This design comes from an exercise in tuning for small area and a short achievable clock period on the open sky130 flow, not from production work.
RTL that was checked went through simulation tests only; none was proved equivalent to the original.
No functional check of the RTL was part of run 2.
No run shown here takes its clock network from TritonCTS; it comes from the design's own scripts or RTL.
The flow treats the clock pin as an ideal source. Dropping or thinning the clock tree relies on that and would not hold on a real chip.

==> flow/design.v, too long to show whole: its modules and the start of the top module <==
// module csa_fa: 10 lines
// module csa_ha: 9 lines
// module FFT64: 4076 lines
module FFT64 #(
    parameter width = 16
) (
    input                           clk,
    input                           rst_n,
    input                           di_en,
    input       signed  [width-1:0] di_re,
    input       signed  [width-1:0] di_img,
    output reg                      do_en,
    output reg  signed  [width-1:0] do_re,
    output reg  signed  [width-1:0] do_img
);
  // ...
==> flow/flow/run.sh <==
#!/bin/bash
# Layout flow: the standard ORFS flow (standard.sh, unchanged synthesis)
# with these changes to how the layout is made:
#  - timing repair aims at 7.75 ns of setup slack (the clock stays 11 ns),
#  - the port buffers are plain buf_2 cells,
#  - the clock tree is the balanced three-level tree of flow/cts_tree.tcl
#    (hooked in by flow/cts_hook.tcl) instead of TritonCTS's.
# The whole output of the flow goes to standard.log in this folder.
bash standard.sh SETUP_SLACK_MARGIN=7.75 \
  "BUFFER_PORTS_ARGS=-buffer_cell sky130_fd_sc_hd__buf_2" \
  "PRE_CTS_TCL=$PWD/flow/cts_hook.tcl" \
  finish > standard.log 2>&1
==> flow/flow/cts_hook.tcl <==
# Sourced by ORFS's cts.tcl before clock tree synthesis (PRE_CTS_TCL).
# Replaces TritonCTS with the tree of cts_tree.tcl (cts_build2): the
# flip-flops are cut recursively at the median of their placement into leaf
# groups of at most 40 within 90 um half-perimeter, each driven by a
# clkbuf_16; the leaves are grouped the same way under mid-level clkbuf_16s
# (8 leaves each), and those under 4 root clkbuf_16s that the clock port
# drives. Every flip-flop sees three buffers. The rest of cts.tcl
# (legalisation, timing repair) runs as usual.
source [file join [file dirname [info script]] cts_tree.tcl]
rename clock_tree_synthesis tritoncts_clock_tree_synthesis
proc clock_tree_synthesis {args} {
  cts_build2 4 8 40 90 sky130_fd_sc_hd__clkbuf_16
}
==> flow/flow/cts_tree.tcl <==

proc cts_split {pts n} {
  # split pts (list of {obj x y}) into n groups of (nearly) equal size by
  # recursive cuts along the wider dimension
  if {$n <= 1} { return [list $pts] }
  set xs [lmap p $pts {lindex $p 1}]
  set ys [lmap p $pts {lindex $p 2}]
  set dx [expr {[tcl::mathfunc::max {*}$xs] - [tcl::mathfunc::min {*}$xs]}]
  set dy [expr {[tcl::mathfunc::max {*}$ys] - [tcl::mathfunc::min {*}$ys]}]
  set k [expr {$dx >= $dy ? 1 : 2}]
  set s [lsort -integer -index $k $pts]
  set n1 [expr {$n / 2}]
  set n2 [expr {$n - $n1}]
  set h [expr {([llength $s] * $n1 + $n / 2) / $n}]
  set a [lrange $s 0 [expr {$h - 1}]]
  set b [lrange $s $h end]
  return [concat [cts_split $a $n1] [cts_split $b $n2]]
}

proc cts_centroid {pts} {
  set sx 0; set sy 0
  foreach p $pts { set sx [expr {$sx + [lindex $p 1]}]; set sy [expr {$sy + [lindex $p 2]}] }
  set n [llength $pts]
  return [list [expr {$sx / $n}] [expr {$sy / $n}]]
}

proc cts_build {fanouts bufname {leafbuf ""}} {
  set db [ord::get_db]
  set block [ord::get_db_block]
  set master [$db findMaster $bufname]
  if {$leafbuf eq ""} { set leafbuf $bufname }
  set leafmaster [$db findMaster $leafbuf]
  set clk [$block findNet clk]
  set sinks {}
  foreach it [$clk getITerms] {
    set inst [$it getInst]
    set bb [$inst getBBox]
    lappend sinks [list $it [expr {([$bb xMin] + [$bb xMax]) / 2}] [expr {([$bb yMin] + [$bb yMax]) / 2}]]
  }
  set nleaf 1
  foreach f $fanouts { set nleaf [expr {$nleaf * $f}] }
  # groups of sinks per leaf, in bisection order
  set groups [cts_split $sinks $nleaf]
  set level [llength $fanouts]
  set count 0
  # build from the leaves up: children = list of {iterm x y}
  set children {}
  foreach g $groups { lappend children $g }
  for {set l [expr {$level - 1}]} {$l >= 0} {incr l -1} {
    set next {}
    set idx 0
    foreach g $children {
      lassign [cts_centroid $g] cx cy
      set name "cts_L${l}_${idx}"
      set inst [odb::dbInst_create $block [expr {$l == $level - 1 ? $leafmaster : $master}] $name]
      $inst setLocation [expr {int($cx)}] [expr {int($cy)}]
      $inst setPlacementStatus PLACED
      set net [odb::dbNet_create $block "clknet_L${l}_${idx}"]
      $net setSigType CLOCK
      [$inst findITerm X] connect $net
      foreach p $g {
        set it [lindex $p 0]
        $it disconnect
        $it connect $net
      }
      lappend next [list [$inst findITerm A] $cx $cy]
      incr idx
      incr count
    }
    # group the new buffers for the level above
    if {$l > 0} {
      set f [lindex $fanouts $l]
      set ng [expr {[llength $next] / $f}]
      set children {}
      for {set i 0} {$i < [llength $next]} {incr i $f} {
        lappend children [lrange $next $i [expr {$i + $f - 1}]]
      }
    } else {
      foreach p $next { [lindex $p 0] connect $clk }
    }
  }
  puts "my_cts: built [llength $fanouts] levels, $count buffers, $nleaf leaves for [llength $sinks] sinks"
}

proc cts_hp {pts} {
  set xs [lmap p $pts {lindex $p 1}]
  set ys [lmap p $pts {lindex $p 2}]
  return [expr {[tcl::mathfunc::max {*}$xs] - [tcl::mathfunc::min {*}$xs] + [tcl::mathfunc::max {*}$ys] - [tcl::mathfunc::min {*}$ys]}]
}

proc cts_leaves {pts maxn maxhp} {
  # bisect until every group has at most maxn sinks and a bounding box
  # half-perimeter of at most maxhp (database units)
  if {[llength $pts] <= $maxn && [cts_hp $pts] <= $maxhp} { return [list $pts] }
  set parts [cts_split $pts 2]
  return [concat [cts_leaves [lindex $parts 0] $maxn $maxhp] [cts_leaves [lindex $parts 1] $maxn $maxhp]]
}

proc cts_level {block master prefix groups} {
  # one buffer per group at its centroid, driving the group's pins;
  # returns the buffers' input pins as {iterm x y}
  set out {}
  set idx 0
  foreach g $groups {
    lassign [cts_centroid $g] cx cy
    set inst [odb::dbInst_create $block $master "${prefix}_${idx}"]
    $inst setLocation [expr {int($cx)}] [expr {int($cy)}]
    $inst setPlacementStatus PLACED
    set net [odb::dbNet_create $block "clknet_${prefix}_${idx}"]
    $net setSigType CLOCK
    [$inst findITerm X] connect $net
    foreach p $g {
      set it [lindex $p 0]
      $it disconnect
      $it connect $net
    }
    lappend out [list [$inst findITerm A] $cx $cy]
    incr idx
  }
  return $out
}

proc cts_build2 {nroots midfan maxn maxhp_um bufname} {
  # leaves: groups of at most maxn flip-flops within maxhp_um half-perimeter;
  # mids: midfan leaves each; roots: nroots, driven by the clock port
  set db [ord::get_db]
  set block [ord::get_db_block]
  set master [$db findMaster $bufname]
  set clk [$block findNet clk]
  set dbu [$block getDbUnitsPerMicron]
  set sinks {}
  foreach it [$clk getITerms] {
    set inst [$it getInst]
    set bb [$inst getBBox]
    lappend sinks [list $it [expr {([$bb xMin] + [$bb xMax]) / 2}] [expr {([$bb yMin] + [$bb yMax]) / 2}]]
  }
  set leaves [cts_leaves $sinks $maxn [expr {int($maxhp_um * $dbu)}]]
  set lb [cts_level $block $master cts_leaf $leaves]
  set nmid [expr {int(ceil(double([llength $lb]) / $midfan))}]
  set nmid [expr {int(ceil(double($nmid) / $nroots)) * $nroots}]
  set mb [cts_level $block $master cts_mid [cts_split $lb $nmid]]
  set rb [cts_level $block $master cts_root [cts_split $mb $nroots]]
  foreach p $rb { [lindex $p 0] connect $clk }
  puts "my_cts: [llength $sinks] sinks, [llength $leaves] leaves, $nmid mids, $nroots roots"
}
==> flow/standard.sh <==
#!/bin/bash
# synth_recipe.tcl (not shown) runs the flow's synth.tcl, then flattens the netlist and writes it again
# the make line also repeats each setting of config.mk as NAME=value (left out here)
make -C /OpenROAD-flow-scripts/flow DESIGN_CONFIG=/design/flow/config.mk WORK_HOME=/design/flow/orfs CLKGATE_MAP_FILE= SYNTH_SCRIPT=/design/flow/synth_recipe.tcl "${@:-finish}"
==> flow/config.mk <==
export PLATFORM = sky130hd
export DESIGN_NAME = FFT64
export DESIGN_NICKNAME = FFT64
export VERILOG_FILES = /design/flow/design.v
export SDC_FILE = /design/flow/constraint.sdc
export NUM_CORES = 8
export LEC_CHECK = 0
export CAP_MARGIN = 20
export CORE_MARGIN = 2
export CORE_UTILIZATION = 50
export SLEW_MARGIN = 20
export SYNTH_HIERARCHICAL = 1
export SYNTH_MINIMUM_KEEP_SIZE = 0
==> flow/constraint.sdc <==
create_clock -name core_clock -period 11.0 [get_ports {clk}]
set_input_delay 2.2000 -clock core_clock [delete_from_list [all_inputs] [get_ports {clk}]]
set_output_delay 2.2000 -clock core_clock [all_outputs]
set_load 0.01 [all_outputs]
==> impl_metrics.ini, run 1 <==
[status]
outcome = finished clean

[synth]
async_flop_share_pct = 0.4772
synth_top_flop_cell = dfxtp_1
synth.area.top_cells = dfxtp_1 (63%), fa_1 (7.1%), ha_1 (5.0%), xnor2_1 (4.6%), mux2_2 (3.0%)
synth_top_family_by_area = adder cells
synth_area_um2 = 132000
synth_fa_ha_area_share_pct = 12.27

[critical_path]
slowest_delay_ns = 0.35
r2r-end = my_im_c3
crit_path_start_kind = flip-flop
reg2reg_depth = 7
worstSetupEndpoint = do_re[10]
path_depth = 1
critPathCaptureType = output port

[drt]
vias = 68570
wl_met1_um = 120400
drc = 0
vias_per_cell = 5.044
drtIter0Drc = 4037

[place]
dp_slack_ns = 7.160
postPlaceCellArea_um2 = 135400

[cells_and_area]
nets = 11110
sh_seq_area_pct = 59.31
mostFrequentLayoutCells = dfxtp_1 (4068), xnor2_1 (692), nand2_1 (590)
antenna-diode-count = 4
drive_gt1_share_pct = 9.756

[sta]
max-slew-margin-rel_pct = 24.62
setup_ws_ns = 7.714

[floorplan]
core.rowCount = 188
core_area_um2 = 262500
io_pins = 68
initial_core_util_pct = 50.27

[job]
maxCapViolCount = 0

[min_path]
holdPathStages = 0
==> inputs of run 2 (changes only) <==
--- a/flow/design.v
+++ b/flow/design.v
@@ -420,56 +420,54 @@
         5'd24: begin wry_one = 5'h1f; wry_two = 5'h0; wry_neg = 5'h13; wiy_one = 5'h1f; wiy_two = 5'h0; wiy_neg = 5'h13; end
         5'd28: begin wry_one = 5'h17; wry_two = 5'h0; wry_neg = 5'h11; wiy_one = 5'h0; wiy_two = 5'hd; wiy_neg = 5'h9; end
         default: begin wry_one = 5'h0; wry_two = 5'h0; wry_neg = 5'h0; wiy_one = 5'h0; wiy_two = 5'h0; wiy_neg = 5'h0; end
     endcase
 end
 always @(posedge clk) begin
     sely <= selny;
 end
-reg [15:0] ax_re, ax_im;
 reg [4:0] rx_one;
 reg [4:0] rx_two;
 reg [4:0] rx_neg;
 reg [4:0] ix_one;
 reg [4:0] ix_two;
 reg [4:0] ix_neg;
 reg [1:0]  selx_q, selx_qq;
 always @(posedge clk) begin
-    ax_re <= (selx == 2'd1) ? dif2_re : (selx == 2'd2) ? l1_re[16] : dif1_re;
-    ax_im <= (selx == 2'd1) ? dif2_im : (selx == 2'd2) ? l1_im[16] : dif1_im;
     rx_one <= wrx_one;
     rx_two <= wrx_two;
     rx_neg <= wrx_neg;
     ix_one <= wix_one;
     ix_two <= wix_two;
     ix_neg <= wix_neg;
     selx_q <= selx;
     selx_qq <= selx_q;
 end
-reg [15:0] ay_re, ay_im;
 reg [4:0] ry_one;
 reg [4:0] ry_two;
 reg [4:0] ry_neg;
 reg [4:0] iy_one;
 reg [4:0] iy_two;
 reg [4:0] iy_neg;
 reg [1:0]  sely_q, sely_qq;
 always @(posedge clk) begin
-    ay_re <= (sely == 2'd1) ? dif4_re : (sely == 2'd2) ? l3_re[4] : dif3_re;
-    ay_im <= (sely == 2'd1) ? dif4_im : (sely == 2'd2) ? l3_im[4] : dif3_im;
     ry_one <= wry_one;
     ry_two <= wry_two;
     ry_neg <= wry_neg;
     iy_one <= wiy_one;
     iy_two <= wiy_two;
     iy_neg <= wiy_neg;
     sely_q <= sely;
     sely_qq <= sely_q;
 end
+wire [15:0] ax_re = (selx_q == 2'd1) ? l2_re[0] : (selx_q == 2'd2) ? l1_re[17] : l1_re[0];
+wire [15:0] ax_im = (selx_q == 2'd1) ? l2_im[0] : (selx_q == 2'd2) ? l1_im[17] : l1_im[0];
+wire [15:0] ay_re = (sely_q == 2'd1) ? l4_re[0] : (sely_q == 2'd2) ? l3_re[5] : l3_re[0];
+wire [15:0] ay_im = (sely_q == 2'd1) ? l4_im[0] : (sely_q == 2'd2) ? l3_im[5] : l3_im[0];
 wire hs1, hc2;
 csa_ha u_hs1 (.a((((rx_one[0] & ax_re[6]) | (rx_two[0] & ax_re[5])) ^ rx_neg[0])), .b((((rx_one[1] & ax_re[4]) | (rx_two[1] & ax_re[3])) ^ rx_neg[1])), .s(hs1), .co(hc2));
 wire hs3, hc4;
 csa_ha u_hs3 (.a((((rx_one[0] & ax_re[7]) | (rx_two[0] & ax_re[6])) ^ rx_neg[0])), .b((((rx_one[1] & ax_re[5]) | (rx_two[1] & ax_re[4])) ^ rx_neg[1])), .s(hs3), .co(hc4));
 wire hs5, hc6;
 csa_ha u_hs5 (.a((((rx_one[0] & ax_re[4]) | (rx_two[0] & ax_re[3])) ^ rx_neg[0])), .b((((rx_one[1] & ax_re[2]) | (rx_two[1] & ax_re[1])) ^ rx_neg[1])), .s(hs5), .co(hc6));
 wire hs7, hc8;
 csa_ha u_hs7 (.a((((rx_one[0] & ax_re[5]) | (rx_two[0] & ax_re[4])) ^ rx_neg[0])), .b((((rx_one[1] & ax_re[3]) | (rx_two[1] & ax_re[2])) ^ rx_neg[1])), .s(hs7), .co(hc8));
==> flow/flow/run.sh (replaced) <==
#!/bin/bash
# Layout flow: the standard ORFS flow (standard.sh, unchanged synthesis)
# with these changes to how the layout is made:
#  - timing repair aims at 7.65 ns of setup slack (the clock stays 11 ns),
#  - the port buffers are plain buf_2 cells,
#  - the clock tree is the balanced three-level tree of flow/cts_tree.tcl
#    (hooked in by flow/cts_hook.tcl) instead of TritonCTS's.
# The whole output of the flow goes to standard.log in this folder.
bash standard.sh SETUP_SLACK_MARGIN=7.65 \
  "BUFFER_PORTS_ARGS=-buffer_cell sky130_fd_sc_hd__buf_2" \
  "PRE_CTS_TCL=$PWD/flow/cts_hook.tcl" \
  finish > standard.log 2>&1
==> flow/config.mk (replaced) <==
export PLATFORM = sky130hd
export DESIGN_NAME = FFT64
export DESIGN_NICKNAME = FFT64
export VERILOG_FILES = /design/flow/design.v
export SDC_FILE = /design/flow/constraint.sdc
export NUM_CORES = 8
export LEC_CHECK = 0
export CAP_MARGIN = 20
export CORE_MARGIN = 2
export CORE_UTILIZATION = 55
export SLEW_MARGIN = 20
export SYNTH_HIERARCHICAL = 1
export SYNTH_MINIMUM_KEEP_SIZE = 0
==> run 2 against run 1 <==
Net effect: final area rose by 4.2%; worst hold slack improved by 0.012 ns; via count rose by 4.0%.
==> impl_metrics.ini, run 2 <==
[global_route]
gr-total-overflow = 0
grt_start_max_net_pins = 85
first_global_vias = 71910
track_usage_pct = 22.97
grt_pass1_wl_um = 434600
antenna_found_initial = 18

[critical_path]
crit_fanout = 5
worstPathArrival_ns = 4.36
crit_path_start_kind = flip-flop
cp.required_ns = 11.53
path_class = reg -> reg
critPathCaptureType = flip-flop

[synth]
synth_top_flop_cell = dfxtp_1
netlist_top_cells_count = dfxtp_1 (4107), xnor2_1 (647), nand2_1 (608), ha_1 (529), fa_1 (468)
synth-seq-cells = 4127
synth_area_um2 = 131700
synth_enable_flop_cells = 0
ys_seq_area_share_pct = 62.79
syn_area_per_cell_um2 = 12.82
yosysTopAreaCellShare_pct = 62.41
syn_inst = 10280
ys_types = 76
async_flop_share_pct = 0.4846
yosys_warnings = 54
synth_area_leader_cell = dfxtp_1
synth.most_common_cell = dfxtp_1
synth.area.top_cells = dfxtp_1 (62%), fa_1 (7.1%), ha_1 (5.0%), xnor2_1 (4.3%), mux2_2 (2.7%)

[cells_and_area]
n_fill_cell = 18370
mostFrequentLayoutCells = dfxtp_1 (4033), xnor2_1 (592), nand2_1 (577)
final_common_cell = dfxtp_1
fin_area_um2 = 147900
multi_input_area_um2 = 50460
regArea_um2 = 82850
area_growth_pct = 12.26
drive_gt1_share_pct = 17.97
layoutNonFillerInstCount = 13620
reg_top3 = l1_im: 512 flops, l1_re: 512 flops
nets = 11480

[sta]
max-slew-margin-rel_pct = 21.20
fmax_ghz = 0.2610
hold_slack_ns = 0.2734
skew_ns = 0.06819
finalCritPeriodShare_pct = 34.82
rsz0062_at_grt = true
setup_violations = 0
finalMaxSlewViolations = 0
tightest_slew_ns = 1.182
min_period_ns = 3.831
tns_ns = 0
hold_viol_final = 0

[place]
dpl.hpwl_um = 186700
gp_congestion = 0.8380
place.port_buffers = 67
dp.cells = 13120
postPlaceCellArea_um2 = 136000

[floorplan]
initial_core_util_pct = 55.33
core_area_um2 = 238100
dieArea_um2 = 243400
die_w_um = 493.4
io_pins = 68
core.rowCount = 179
die_y_um = 493.4

[clocking]
cts.clk_slew.worst_paths_ns = 0.11
holdBufCountCts = 0
clk-insertion-delay-late_ns = 0.65

[drt]
vias = 71340
ant_nets = 0
wire_per_inst_um = 21.10
drc = 0
vias_per_cell = 5.238
drt_wl_total_um = 287400
drtIter0Drc = 4528
first_pass_iters = 6

[status]
outcome = finished clean

[job]
maxCapViolCount = 0

[min_path]
min_path_type = reg -> reg
-- run 2: cell count changes after synthesis, sizes merged, moves of 27 or more --
cell,before,now
o21ai,410,335
a21oi,232,299
dfxtp,4171,4107
nor2,476,415
nor2b,54,108
xnor2,692,647
clkbuf,412,369
mux2,350,314
o21a,17,52
buf,84,115
nand4,11,38
-- run 2: path summary, 6_finish.rpt --
path	slack, ns	to	from	cells past startpoint
worst max-delay path	7.17	mx_re_c4	selx_q[1]	13
worst min-delay path	0.27	l3_im[5][6]	l3_im[4][6]	0
worst max register to register	7.17	mx_re_c4	selx_q[1]	13
worst min register to register	0.27	l3_im[5][6]	l3_im[4][6]	0
max in group asynchronous	8.82	c2[4]	rst_n	1
min in group asynchronous	1.65	c1[3]	rst_n	1
-- run 2: critical path: stages, from the launching register on --
cell,delay [ns]
dfxtp_4,0.38
buf_12,0.16
buf_8,0.14
buf_16,0.15
nor2b_4,0.14
a211oi_4,0.05
a21oi_4,0.27
clkbuf_16,0.22
a22oi_2,0.06
xnor2_1,0.21
fa_1,0.57
fa_2,0.46
fa_2,0.38
fa_2,0.54
-- run 2: logic make-up (layout without fill, tap and decap cells) --
group	count (synthesis)	after routing	share of synthesized area, %
buffers and inverters	714	878	2.075
other	1	11	0.002847
AND/OR/NAND/NOR	1532	1532	5.305
flip-flops	4127	4127	62.79
multiplexers	535	535	4.376
AO/OA/AOI/OAI	1537	1538	7.760
adder cells (fa/ha/maj)	1009	1009	12.23
XOR/XNOR	821	821	5.459
-- run 2: area by class of cell --
class	instances	share of cell area, %
Timing Repair Buffer	451	3.236
Multi-Input combinational cell	5437	34.12
Inverter	230	0.5872
Sequential cell	4127	56.03
Buffer	197	3.334
Tap cell	3167	2.680
Antenna cell	9	0.01523
-- run 2: per-module statistics from Yosys (local to each module, per instance) --
module	area (µm²)	cells	times used
FFT64	117800	9444	1
csa_fa	20.02	1	468
csa_ha	12.51	1	364
-- run 2: metal layers --
metal / GRT usage [%] / share of wire [%] / vias to the layer above
li1: - / - / 34500
met1: 32.74 / 47 / 34870
met2: 36.82 / 45 / 1533
met3: 2.614 / 4.6 / 437
met4: 7.064 / 3.3 / 4
met5: 0 / 0.012 / -
-- run 2: through the flow --
step / util, % / setup WS (ns)
after floorplan: - / 7.359
after global placement: 57.12 / 5.751
after detailed placement: 57.14 / 5.873
after CTS: 61.12 / 7.281
after global routing: 62.11 / 7.120
final: 62.11 / 7.169
-- run 2: what timing repair did --
action / CTS / global route
pin swaps: 186 / 206
setup buffers: 183 / 83
endpoints found under the setup margin: 298 / 260
gates cloned: 21 / 6
resized for setup: 470 / 351

port drivers added, routing unchanged:
The results above use ideal ports. As a check the final layouts listed here were re-extracted and re-timed, cells and wires unchanged.
Step 1 sets driving cells, clkbuf_16 on the clock port and buf_2 on the other inputs (assumed; they add their load-dependent delay and slew).
Step 2 adds t to the input delays and takes it off the output delays; t is the mean of the earliest and latest rising clock arrival at the registers after step 1. Input paths then give back, and output paths get back, about the clock's delay inside the block.
Slacks: ideal / step 1 / step 2; pairs: ideal / step 1.
run | t (ns) | slack for setup (ns) | hold WS [ns] | slew at the worst register clock pin (ns) | worst slew at a driven data input, ns
run 1 | 0.813 | 7.714 / 7.508 / 7.807 | 0.261 / 0.261 / 0.261 | 0.12 / 0.12 | 0.09
run 2 | 0.821 | 7.169 / 7.169 / 7.169 | 0.273 / 0.273 / 0.273 | 0.12 / 0.12 | 0.07
After both steps every run listed still meets setup and hold.
